From an optimization exercise on the open Yosys and OpenROAD flow, aimed at small area; shortcuts taken in it are not production practice. Only simulation tests tie the RTL to the original design; equivalence was not proved. No activity file was given, so power comes from the tool's default toggle rates.

// TopLevel
module TopLevel (
    input  logic        clk, rst, interrupt,
    output logic [31:0] imem_addr,
    input  logic [31:0] imem_rdata,
    output logic [31:0] dmem_addr,
    output logic [31:0] dmem_wdata,
    output logic [3:0]  dmem_wmask,
    output logic        dmem_we,
    input  logic [31:0] dmem_rdata);
For scale: ~2,500 cells after synthesis, roughly 1,200 flip-flops, about 170 I/O pins, roughly 0.034 sq mm of cells after synthesis.
clock: 20.0 ns
lec_check: 0
cap_margin: 20
core_margin: 2
core_utilization: 60
cts_buf_list: sky130_fd_sc_hd__clkbuf_8
cts_cluster_diameter: 50
cts_cluster_size: 20
slew_margin: 20
run.sh (not shown) runs the stock make flow with config.mk's settings and CLKGATE_MAP_FILE= SYNTH_SCRIPT=/design/flow/synth_recipe.tcl, a recipe that flattens the netlist after the stock synthesis.
The starting point finished with timing, DRC and antenna clean.
Rerun with:
Settings changed: CTS_BUF_LIST sky130_fd_sc_hd__clkbuf_8 to sky130_fd_sc_hd__clkbuf_4, CTS_CLUSTER_DIAMETER 50 to 40, CTS_CLUSTER_SIZE 20 to 8.
The new run completed without violations.
Utilization hardly moves.
Die area is unchanged.
Sequential power hardly moves.
Register-to-register slack improves by 0.06 ns.
Cell count goes up by a few percent.
Wire length goes up slightly.
Sequential share of layout area is about the same.
Setup slack improves by 0.40 ns.
Design area barely changes.
Power barely changes.

---

TopLevel, a different RTL version from the one above (not shown whole).
Size in the first run: ~170 I/O pins.
export LEC_CHECK = 0
export CAP_MARGIN = 20
export CORE_MARGIN = 2
export CORE_UTILIZATION = 60
export CTS_BUF_LIST = sky130_fd_sc_hd__clkbuf_4
export CTS_CLUSTER_DIAMETER = 40
export CTS_CLUSTER_SIZE = 8
export SLEW_MARGIN = 20
create_clock -name core_clock -period 20.0 [get_ports {clk}]
standard.sh (not shown) runs the stock make flow with config.mk's settings and CLKGATE_MAP_FILE= SYNTH_SCRIPT=/design/flow/synth_recipe.tcl, a recipe that flattens the netlist after the stock synthesis.
==> flow/flow/run.sh <==
#!/bin/bash
# The standard layout, with two changes:
#  - after the standard synthesis, its combinational logic is mapped again by
#    ABC for area; flip-flops keep their instances, names and cell types;
#  - every port gets the smallest buffer.
# Each tool's output goes to a log file of its own in this folder.
set -euo pipefail
RES="$PWD/orfs/results/$FLOW_PLATFORM/TopLevel/base"
BP="BUFFER_PORTS_ARGS=-buffer_cell sky130_fd_sc_hd__buf_1"
YOSYS="${FLOW_HOME}/../tools/install/yosys/bin/yosys"
command -v yosys >/dev/null 2>&1 && YOSYS="$(command -v yosys)"
LIB="${FLOW_HOME}/platforms/${FLOW_PLATFORM}/lib/sky130_fd_sc_hd__tt_025C_1v80.lib"

# standard synthesis
bash standard.sh "$BP" "$RES/1_2_yosys.v" > standard_synth.log 2>&1
cp "$RES/1_2_yosys.v" "$RES/1_2_yosys_std.v"

# area remap of the combinational cells
DU=""
for c in $(cat flow/dont_use.txt); do DU="$DU -dont_use $c"; done
cat > remap.ys <<EOT
read_liberty -ignore_miss_func $LIB
delete sky130_fd_sc_hd__*df* sky130_fd_sc_hd__*dl* sky130_fd_sc_hd__conb_*
write_verilog -noattr remap_models.v
design -reset
read_liberty -lib $LIB
read_verilog -sv $RES/1_2_yosys_std.v
hierarchy -top $FLOW_TOP
techmap -map remap_models.v
techmap
rename -hide w:*.*
opt -fast -purge
abc -liberty $LIB $DU -script $PWD/flow/area.abc
opt_clean -purge
hilomap -singleton -hicell sky130_fd_sc_hd__conb_1 HI -locell sky130_fd_sc_hd__conb_1 LO
rename -hide w:*.*
splitnets
opt_clean -purge
insbuf -buf sky130_fd_sc_hd__buf_4 A X
check -assert
stat -liberty $LIB
write_verilog -noattr -nohex -nodec $RES/1_2_yosys.v
EOT
"$YOSYS" -s remap.ys > remap.log 2>&1

# the rest of the standard flow
CTS="CTS_ARGS=-sink_clustering_enable -repair_clock_nets -sink_clustering_size 18 -sink_clustering_max_diameter 40 -buf_list sky130_fd_sc_hd__clkbuf_8 -dont_use_dummy_load"
bash standard.sh "$BP" "$CTS" finish > standard.log 2>&1
==> flow/flow/area.abc <==
strash
dch -f
map -a
topo
Other scripts of this flow, unchanged in this note and not shown: flow/flow/dont_use.txt
Change:
--- a/flow/flow/run.sh
+++ b/flow/flow/run.sh
@@ -47 +47 @@
-CTS="CTS_ARGS=-sink_clustering_enable -repair_clock_nets -sink_clustering_size 18 -sink_clustering_max_diameter 40 -buf_list sky130_fd_sc_hd__clkbuf_8 -dont_use_dummy_load"
+CTS="CTS_ARGS=-sink_clustering_enable -repair_clock_nets -sink_clustering_size 24 -sink_clustering_max_diameter 50 -buf_list {sky130_fd_sc_hd__clkbuf_4 sky130_fd_sc_hd__clkbuf_8 sky130_fd_sc_hd__clkbuf_16} -dont_use_dummy_load"
==> flow/flow/area.abc (replaced) <==
strash
dc2
dch -f
amap
strash
dc2
dch -f
amap
topo
Worst setup slack got worse by 1.1 ns.
Non-clock buffer count is higher by 32.
Global-route usage is higher by 0.42 points.
Clock-buffer cell count is lower by 33.
Clock skew is lower by 0.0083 ns.
Routed wire length is lower by 0.39%.
Area after synthesis is lower by 1.6%.
Worst hold slack improved by 0.020 ns.
Design area is about the same.
Change:
--- a/flow/flow/run.sh
+++ b/flow/flow/run.sh
@@ -47,2 +47 @@
-CTS="CTS_ARGS=-sink_clustering_enable -repair_clock_nets -sink_clustering_size 24 -sink_clustering_max_diameter 50 -buf_list {sky130_fd_sc_hd__clkbuf_4 sky130_fd_sc_hd__clkbuf_8 sky130_fd_sc_hd__clkbuf_16} -dont_use_dummy_load"
-bash standard.sh "$BP" "$CTS" finish > standard.log 2>&1
+bash standard.sh "$BP" finish > standard.log 2>&1
==> flow/flow/area.abc (replaced) <==
strash
dch -f
map -a
topo
CTS_BUF_LIST = sky130_fd_sc_hd__clkbuf_16   (was sky130_fd_sc_hd__clkbuf_4)
CTS_CLUSTER_DIAMETER = 60   (was 40)
CTS_CLUSTER_SIZE = 30   (was 8)
Result: Cell count goes up by 5.3%. Non-clock buffer count came out lower by 32. Clock skew falls by 0.060 ns. Register-to-register slack improved by 1.8 ns. Cell area increases by 0.39%. Utilization falls by 0.41 points. Power fell by 1.4%.
Change:
--- a/flow/flow/run.sh
+++ b/flow/flow/run.sh
@@ -47 +47,2 @@
-bash standard.sh "$BP" finish > standard.log 2>&1
+CTS="CTS_ARGS=-sink_clustering_enable -repair_clock_nets -sink_clustering_size 30 -sink_clustering_max_diameter 60 -buf_list sky130_fd_sc_hd__clkbuf_16 -dont_use_dummy_load"
+bash standard.sh "$BP" "$CTS" finish > standard.log 2>&1
==> flow/flow/area.abc (replaced) <==
strash
dc2
dch -f
amap
strash
dc2
dch -f
amap
topo
CORE_UTILIZATION = 70   (was 60)
CTS_BUF_LIST = not set   (was sky130_fd_sc_hd__clkbuf_16)
CTS_CLUSTER_DIAMETER = not set   (was 60)
CTS_CLUSTER_SIZE = not set   (was 30)
PLACE_DENSITY = 0.8   (was not set)
What happened:
- via count increases by 5.0%
- maximum frequency came out lower by 8.2%
- area after synthesis went down by 1.6%
- wire length went up by 17%
- die area is lower by 15%
- setup slack degrades by 1.6 ns

==> re-timing with driven ports <==
How much do the figures lean on ideal ports? The routed layouts below were timed once more, with nothing changed but the port constraints. Step 1, drivers: a clkbuf_16 drives clk and a buf_2 each remaining input, both assumed. Step 2 adds t to the input delays and takes it off the output delays; t is the mean of the earliest and latest rising clock arrival at the registers after step 1. Input paths then give back, and output paths get back, about the clock's delay inside the block. Three values: ideal ports, drivers, drivers and shift; two values: the first two.
| run | t, ns | setup WS [ns] | worst setup path after step 2 |
|---|---|---|---|
| the first run of note 1 | 0.748 | 2.164 / 2.148 / 1.400 | input to register |
| the second run of note 1 | 1.028 | 2.560 / 2.545 / 1.516 | input to register |
| the first run of note 2 | 0.741 | 2.465 / 2.419 / 1.679 | input to register |
| the second run of note 2 | 0.638 | 1.380 / 1.348 / 0.709 | input to register |
| the third run of note 2 | 0.691 | 2.430 / 2.398 / 1.708 | input to register |
| the fourth run of note 2 | 0.662 | 0.861 / 0.859 / 0.197 | input to register |
After both steps setup and hold are still met in every run listed. For the second run of note 1, which loses most, drivers alone change the setup slack by -0.015 ns; drivers and shift together by -1.044 ns.
